This is an optimization exercise on Yosys and OpenROAD, whose aim is small area, a short achievable clock period and few clock cycles per item, not a production implementation.
At most, simulation tests tie the RTL to the original design; equivalence was not proved.

==> inputs of 12-26 <==
Design mult, start of the top module:
module mult(
	input clk, rst, start, in_is_signed,
	input [31:0] in_a, in_b,
	output mult_status,
	output [63:0] s);
	reg [32:0] n;	 
	reg busy;
	reg [8:0] one, two, neg;	 
	reg [17:0] wlo;	 
	reg [45:0] acc;	 
	assign mult_status = busy;
	wire sha = &in_a[31:17] | ~|in_a[31:17];
	wire shb = &in_b[31:17] | ~|in_b[31:17];
	wire use_a = sha & ~shb;
	wire [17:0] mlo = use_a ? in_a[17:0] : in_b[17:0];
	wire mtop = use_a ? in_a[31] : in_b[31];
	wire [31:0] nn = use_a ? in_b : in_a;
	wire msign = in_is_signed & in_b[31];
	wire corr = ~in_is_signed & mtop;
	wire [18:0] wn = busy ? {wlo, 1'b0} : (sha | shb) ? {mlo, 1'b0} : {{4{msign}}, in_b[31:17]};
	wire [8:0] one_n, two_n, neg_n;
	assign one_n[0] = wn[1] ^ wn[0];
	assign two_n[0] = (wn[2] & ~wn[1] & ~wn[0]) | (~wn[2] & wn[1] & wn[0]);
	assign neg_n[0] = wn[2];
	assign one_n[1] = wn[3] ^ wn[2];
	assign two_n[1] = (wn[4] & ~wn[3] & ~wn[2]) | (~wn[4] & wn[3] & wn[2]);
	assign neg_n[1] = wn[4];
	assign one_n[2] = wn[5] ^ wn[4];
	assign two_n[2] = (wn[6] & ~wn[5] & ~wn[4]) | (~wn[6] & wn[5] & wn[4]);
	assign neg_n[2] = wn[6];
	assign one_n[3] = wn[7] ^ wn[6];
	assign two_n[3] = (wn[8] & ~wn[7] & ~wn[6]) | (~wn[8] & wn[7] & wn[6]);
	assign neg_n[3] = wn[8];
	assign one_n[4] = wn[9] ^ wn[8];
	assign two_n[4] = (wn[10] & ~wn[9] & ~wn[8]) | (~wn[10] & wn[9] & wn[8]);
	assign neg_n[4] = wn[10];
	assign one_n[5] = wn[11] ^ wn[10];
	assign two_n[5] = (wn[12] & ~wn[11] & ~wn[10]) | (~wn[12] & wn[11] & wn[10]);
	assign neg_n[5] = wn[12];
	assign one_n[6] = wn[13] ^ wn[12];
	assign two_n[6] = (wn[14] & ~wn[13] & ~wn[12]) | (~wn[14] & wn[13] & wn[12]);
	assign neg_n[6] = wn[14];
	assign one_n[7] = wn[15] ^ wn[14];
  ...
==> flow/config.mk <==
export PLATFORM = sky130hd
export DESIGN_NAME = mult
export DESIGN_NICKNAME = mult
export VERILOG_FILES = /design/flow/design.v
export SDC_FILE = /design/flow/constraint.sdc
export NUM_CORES = 4
export LEC_CHECK = 0
export ABC_AREA = 1
export CAP_MARGIN = 20
export CORE_MARGIN = 2
export CORE_UTILIZATION = 60
export PLACE_DENSITY = 0.75
export SLEW_MARGIN = 20
export SYNTH_HIERARCHICAL = 1
==> flow/constraint.sdc <==
create_clock -name core_clock -period 50.0 [get_ports {clk}]
set_input_delay 10.0000 -clock core_clock [delete_from_list [all_inputs] [get_ports {clk}]]
set_output_delay 10.0000 -clock core_clock [all_outputs]
set_load 0.01 [all_outputs]
standard.sh (not shown) runs the stock make flow with config.mk's settings and CLKGATE_MAP_FILE= SYNTH_SCRIPT=/design/flow/synth_recipe.tcl, a recipe that flattens the netlist after the stock synthesis.
==> flow/flow/run.sh <==
#!/bin/bash
set -euo pipefail
export BUFFER_PORTS_ARGS="-buffer_cell sky130_fd_sc_hd__buf_2"
bash standard.sh > standard.log 2>&1
==> inputs of 12-22, as changes to 12-26 <==
==> flow/run.sh (new file) <==
#!/bin/bash
# synth_recipe.tcl (not shown) runs the flow's synth.tcl, then flattens the netlist and writes it again
# the make line also repeats each setting of config.mk as NAME=value (left out here)
make -C /OpenROAD-flow-scripts/flow DESIGN_CONFIG=/design/flow/config.mk WORK_HOME=/design/flow/orfs CLKGATE_MAP_FILE= SYNTH_SCRIPT=/design/flow/synth_recipe.tcl finish
- CORE_UTILIZATION: 60 -> 40
- PLACE_DENSITY: 0.75 -> default
removed: flow/flow/run.sh
removed: flow/standard.sh
==> comparison table <==
item	12-26	12-22
DRT iter0 DRCs	1941	1462
Result of the run	no timing/DRC/antenna violations	no timing/DRC/antenna violations
Final Instance Area	20600 um2	21500 um2
Grt met3 use	10.6%	5.91%
Detailed-route wire length on metal 1	22100 um	26000 um
HPWL after detailed placement	44400 um	47100 um
FF-to-FF Start	one[0]	one[1]
Weighted congestion at the end of routability-driven global placement	0.976	0.956
Overall die width	183 um	223 um
Post-route worst setup slack	32940 ps	32520 ps
Buffer and inverter count on the worst path	2	3
Amount of wire on met2 after detailed routing	28000 um	29400 um
Sequential cell area share	17.3%	16.6%
Number of global-route vias before repair	16500	16300
GR Util met2	58.9%	41.7%
Per-cell routed wire length	24.6 um	23.5 um
Mean number of vias per cell	6.58	5.82
# nets final	2535	2533
Testbench counts of 12-26, summed over its fixed seeds: cycles 4,019, items 3,200.
Testbench counts of 12-22, summed over its fixed seeds: cycles 4,019, items 3,200.

==> inputs of v29 <==
mult, a different RTL version from the one above (not shown whole).
export LEC_CHECK = 0
export ABC_AREA = 1
export CAP_MARGIN = 20
export CORE_MARGIN = 2
export CORE_UTILIZATION = 55
export CTS_BUF_LIST = sky130_fd_sc_hd__clkbuf_8
export SLEW_MARGIN = 40
export SYNTH_HIERARCHICAL = 1
create_clock -name core_clock -period 50.0 [get_ports {clk}]
==> flow/flow/run.sh <==
#!/bin/bash
set -euo pipefail
export BUFFER_PORTS_ARGS="-buffer_cell sky130_fd_sc_hd__buf_2"
bash standard.sh > standard.log 2>&1
==> v14: changes against v29 <==
==> flow/flow/run.sh (replaced) <==
#!/bin/bash
set -euo pipefail
export BUFFER_PORTS_ARGS="-buffer_cell sky130_fd_sc_hd__buf_1"
bash standard.sh > standard.log 2>&1
--- a/flow/config.mk
+++ b/flow/config.mk
@@ -8,7 +8,7 @@
 export ABC_AREA = 1
 export CAP_MARGIN = 20
 export CORE_MARGIN = 2
-export CORE_UTILIZATION = 55
+export CORE_UTILIZATION = 40
 export CTS_BUF_LIST = sky130_fd_sc_hd__clkbuf_8
-export SLEW_MARGIN = 40
+export SLEW_MARGIN = 20
 export SYNTH_HIERARCHICAL = 1
==> v15: changes against v29 <==
==> flow/flow/run.sh (replaced) <==
#!/bin/bash
set -euo pipefail
export BUFFER_PORTS_ARGS="-buffer_cell sky130_fd_sc_hd__buf_2"
export PRE_RESIZE_TCL="$PWD/flow/fanout.tcl"
bash standard.sh > standard.log 2>&1
==> flow/flow/fanout.tcl (new file) <==
set_max_fanout 12 [current_design]
--- a/flow/config.mk
+++ b/flow/config.mk
@@ -8,7 +8,7 @@
 export ABC_AREA = 1
 export CAP_MARGIN = 20
 export CORE_MARGIN = 2
-export CORE_UTILIZATION = 55
+export CORE_UTILIZATION = 40
 export CTS_BUF_LIST = sky130_fd_sc_hd__clkbuf_8
 export SLEW_MARGIN = 40
 export SYNTH_HIERARCHICAL = 1
==> notes <==
v14 passed the timing, DRC and antenna checks. v29 produced a clean layout. v15 ran to the end with no violations.
The highest hold slack belongs to v29, the lowest to v15.
Of v14 and v15, v14 has the higher sequential share of layout area (gap 1.5 points).
Final cell count, lowest first: v29, v14, v15.
Synthesized area is the same in v29 and v15.
In flip-flop and latch count, v29 and v14 do not differ.
Design area: v14 is lower than v15 (about 8%).
Testbench counts of v29, summed over its fixed seeds: cycles 4,019, items 3,200.
Testbench counts of v14, summed over its fixed seeds: cycles 4,019, items 3,200.
Testbench counts of v15, summed over its fixed seeds: cycles 4,019, items 3,200.

==> run a: inputs <==
mult, a different RTL version from the one above (not shown whole).
==> flow/design.v (excerpt) <==
module mult(
	input clk, rst, start, in_is_signed,
	input [31:0] in_a, in_b,
	output mult_status,
	output [63:0] s);
Settings: LEC_CHECK=0, ABC_AREA=1, CAP_MARGIN=20, CORE_MARGIN=2, CORE_UTILIZATION=40, SLEW_MARGIN=20; clock period 50.0 ns.
run.sh (not shown) runs the stock make flow with config.mk's settings and CLKGATE_MAP_FILE= SYNTH_SCRIPT=/design/flow/synth_recipe.tcl, a recipe that flattens the netlist after the stock synthesis.
Stock flow here: none of the scripts above is used.
==> run b: changes against run a <==
--- a/flow/design.v
+++ b/flow/design.v
@@ -1,72 +1,76 @@
 module mult(
 	input clk, rst, start, in_is_signed,
 	input [31:0] in_a, in_b,
 	output mult_status,
 	output [63:0] s);
 	reg [32:0] n;	 
 	reg busy;
-	reg [8:0] one, two, neg;	 
+	reg [18:0] w;	 
 	reg [17:0] wlo;	 
 	reg [45:0] acc;	 
 	assign mult_status = busy;
 	wire sha = &in_a[31:17] | ~|in_a[31:17];
 	wire shb = &in_b[31:17] | ~|in_b[31:17];
 	wire use_a = sha & ~shb;
 	wire [31:0] m = use_a ? in_a : in_b;
 	wire [31:0] nn = use_a ? in_b : in_a;
 	wire msign = in_is_signed & m[31];
 	wire corr = ~in_is_signed & m[31];
-	wire [18:0] wn = busy ? {wlo, 1'b0} : (sha | shb) ? {m[17:0], 1'b0} : {{4{msign}}, m[31:17]};
-	wire [8:0] one_n, two_n, neg_n;
-	assign one_n[0] = wn[1] ^ wn[0];
-	assign two_n[0] = (wn[2] & ~wn[1] & ~wn[0]) | (~wn[2] & wn[1] & wn[0]);
-	assign neg_n[0] = wn[2];
-	assign one_n[1] = wn[3] ^ wn[2];
-	assign two_n[1] = (wn[4] & ~wn[3] & ~wn[2]) | (~wn[4] & wn[3] & wn[2]);
-	assign neg_n[1] = wn[4];
-	assign one_n[2] = wn[5] ^ wn[4];
-	assign two_n[2] = (wn[6] & ~wn[5] & ~wn[4]) | (~wn[6] & wn[5] & wn[4]);
-	assign neg_n[2] = wn[6];
-	assign one_n[3] = wn[7] ^ wn[6];
-	assign two_n[3] = (wn[8] & ~wn[7] & ~wn[6]) | (~wn[8] & wn[7] & wn[6]);
-	assign neg_n[3] = wn[8];
-	assign one_n[4] = wn[9] ^ wn[8];
-	assign two_n[4] = (wn[10] & ~wn[9] & ~wn[8]) | (~wn[10] & wn[9] & wn[8]);
-	assign neg_n[4] = wn[10];
-	assign one_n[5] = wn[11] ^ wn[10];
-	assign two_n[5] = (wn[12] & ~wn[11] & ~wn[10]) | (~wn[12] & wn[11] & wn[10]);
-	assign neg_n[5] = wn[12];
-	assign one_n[6] = wn[13] ^ wn[12];
-	assign two_n[6] = (wn[14] & ~wn[13] & ~wn[12]) | (~wn[14] & wn[13] & wn[12]);
-	assign neg_n[6] = wn[14];
-	assign one_n[7] = wn[15] ^ wn[14];
-	assign two_n[7] = (wn[16] & ~wn[15] & ~wn[14]) | (~wn[16] & wn[15] & wn[14]);
-	assign neg_n[7] = wn[16];
-	assign one_n[8] = wn[17] ^ wn[16];
-	assign two_n[8] = (wn[18] & ~wn[17] & ~wn[16]) | (~wn[18] & wn[17] & wn[16]);
-	assign neg_n[8] = wn[18];
 	always @(posedge clk) begin
 		if (rst) begin
 			busy <= 1'b0;
 		end else if (!busy) begin
 			if (start) begin
 				n <= {in_is_signed & nn[31], nn};
 				wlo <= m[17:0];
-				one <= one_n; two <= two_n; neg <= neg_n;
-				acc <= (corr & (sha | shb)) ? {nn, 14'b0} : 46'b0;
-				busy <= ~(sha | shb);
+				if (sha | shb) begin
+					w <= {m[17:0], 1'b0};
+					acc <= corr ? {nn, 14'b0} : 46'b0;
+				end else begin
+					w <= {{4{msign}}, m[31:17]};
+					acc <= 46'b0;
+					busy <= 1'b1;
+				end
 			end
 		end else begin
 			acc <= s[45:0];
-			one <= one_n; two <= two_n; neg <= neg_n;
+			w <= {wlo, 1'b0};
 			busy <= 1'b0;
 		end
 	end
+	wire [8:0] one, two, neg;
 	wire [34:0] nx = {n[32], n, 1'b0};
+	assign one[0] = w[1] ^ w[0];
+	assign two[0] = (w[2] & ~w[1] & ~w[0]) | (~w[2] & w[1] & w[0]);
+	assign neg[0] = w[2];
+	assign one[1] = w[3] ^ w[2];
+	assign two[1] = (w[4] & ~w[3] & ~w[2]) | (~w[4] & w[3] & w[2]);
+	assign neg[1] = w[4];
+	assign one[2] = w[5] ^ w[4];
+	assign two[2] = (w[6] & ~w[5] & ~w[4]) | (~w[6] & w[5] & w[4]);
+	assign neg[2] = w[6];
+	assign one[3] = w[7] ^ w[6];
+	assign two[3] = (w[8] & ~w[7] & ~w[6]) | (~w[8] & w[7] & w[6]);
+	assign neg[3] = w[8];
+	assign one[4] = w[9] ^ w[8];
+	assign two[4] = (w[10] & ~w[9] & ~w[8]) | (~w[10] & w[9] & w[8]);
+	assign neg[4] = w[10];
+	assign one[5] = w[11] ^ w[10];
+	assign two[5] = (w[12] & ~w[11] & ~w[10]) | (~w[12] & w[11] & w[10]);
+	assign neg[5] = w[12];
+	assign one[6] = w[13] ^ w[12];
+	assign two[6] = (w[14] & ~w[13] & ~w[12]) | (~w[14] & w[13] & w[12]);
+	assign neg[6] = w[14];
+	assign one[7] = w[15] ^ w[14];
+	assign two[7] = (w[16] & ~w[15] & ~w[14]) | (~w[16] & w[15] & w[14]);
+	assign neg[7] = w[16];
+	assign one[8] = w[17] ^ w[16];
+	assign two[8] = (w[18] & ~w[17] & ~w[16]) | (~w[18] & w[17] & w[16]);
+	assign neg[8] = w[18];
 	wire [33:0] pp0 = (({34{one[0]}} & nx[34:1]) | ({34{two[0]}} & nx[33:0])) ^ {34{neg[0]}};
 	wire [33:0] pp1 = (({34{one[1]}} & nx[34:1]) | ({34{two[1]}} & nx[33:0])) ^ {34{neg[1]}};
 	wire [33:0] pp2 = (({34{one[2]}} & nx[34:1]) | ({34{two[2]}} & nx[33:0])) ^ {34{neg[2]}};
 	wire [33:0] pp3 = (({34{one[3]}} & nx[34:1]) | ({34{two[3]}} & nx[33:0])) ^ {34{neg[3]}};
 	wire [33:0] pp4 = (({34{one[4]}} & nx[34:1]) | ({34{two[4]}} & nx[33:0])) ^ {34{neg[4]}};
 	wire [33:0] pp5 = (({34{one[5]}} & nx[34:1]) | ({34{two[5]}} & nx[33:0])) ^ {34{neg[5]}};
 	wire [33:0] pp6 = (({34{one[6]}} & nx[34:1]) | ({34{two[6]}} & nx[33:0])) ^ {34{neg[6]}};
==> qor summary <==
quantity	run a	run b
Worst reg2reg startpoint	n[32]	w[14]
Latest clock arrival within the worst-skew pair	0.46 ns	0.44 ns
Layout clock area frac	2.31%	2.42%
Worst rel slew slack	34.1%	27.8%
Final critical-path setup slack	32.45 ns	31.71 ns
Mapped cell area	22,300 um^2	21,700 um^2
Result of the run	no timing/DRC/antenna violations	no timing/DRC/antenna violations
Register fraction of the total cell area	15.0%	14.5%
Number of sequential cells	125	117
Met3 wire length	8940 um	8900 um
Non-filler cells in the finished layout	3,702	3,531
Function was not checked in any run of this note: the RTL went through the layout flow alone.

==> port drivers added, routing unchanged <==
How much do the figures lean on ideal ports? The routed layouts below were timed once more, with nothing changed but the port constraints.
Step 1 sets driving cells, clkbuf_16 on the clock port and buf_2 on the other inputs (assumed; they add their load-dependent delay and slew).
Step 2 times the ports against the registers' clock, not the clock port: input delays grow and output delays shrink by t, the midpoint of the rising clock arrivals with the driver on.
Three values: ideal ports, drivers, drivers and shift; two values: the first two.
run | shift t [ns] | setup slack, ns | worst hold slack (ns) | latest minus earliest clock arrival (ns) | worst slew at a driven data input, ns
12-26 | 0.476 | 32.937 / 32.884 / 33.360 | 0.570 / 0.570 / 0.570 | 0.010 / 0.010 | 0.04
12-22 | 0.498 | 32.523 / 32.471 / 32.969 | 0.567 / 0.567 / 0.567 | 0.014 / 0.014 | 0.05
v29 | 0.494 | 33.629 / 33.585 / 34.079 | 0.592 / 0.592 / 0.592 | 0.015 / 0.015 | 0.03
v14 | 0.482 | 33.516 / 33.473 / 33.955 | 0.580 / 0.580 / 0.580 | 0.022 / 0.022 | 0.04
v15 | 0.488 | 31.267 / 31.221 / 31.709 | 0.573 / 0.573 / 0.573 | 0.012 / 0.012 | 0.04
run a | 0.509 | 32.454 / 32.394 / 32.903 | 0.567 / 0.567 / 0.567 | 0.016 / 0.016 | 0.04
run b | 0.496 | 31.709 / 31.648 / 32.144 | 0.541 / 0.541 / 0.541 | 0.016 / 0.016 | 0.05
After both steps setup and hold are still met in every run listed.
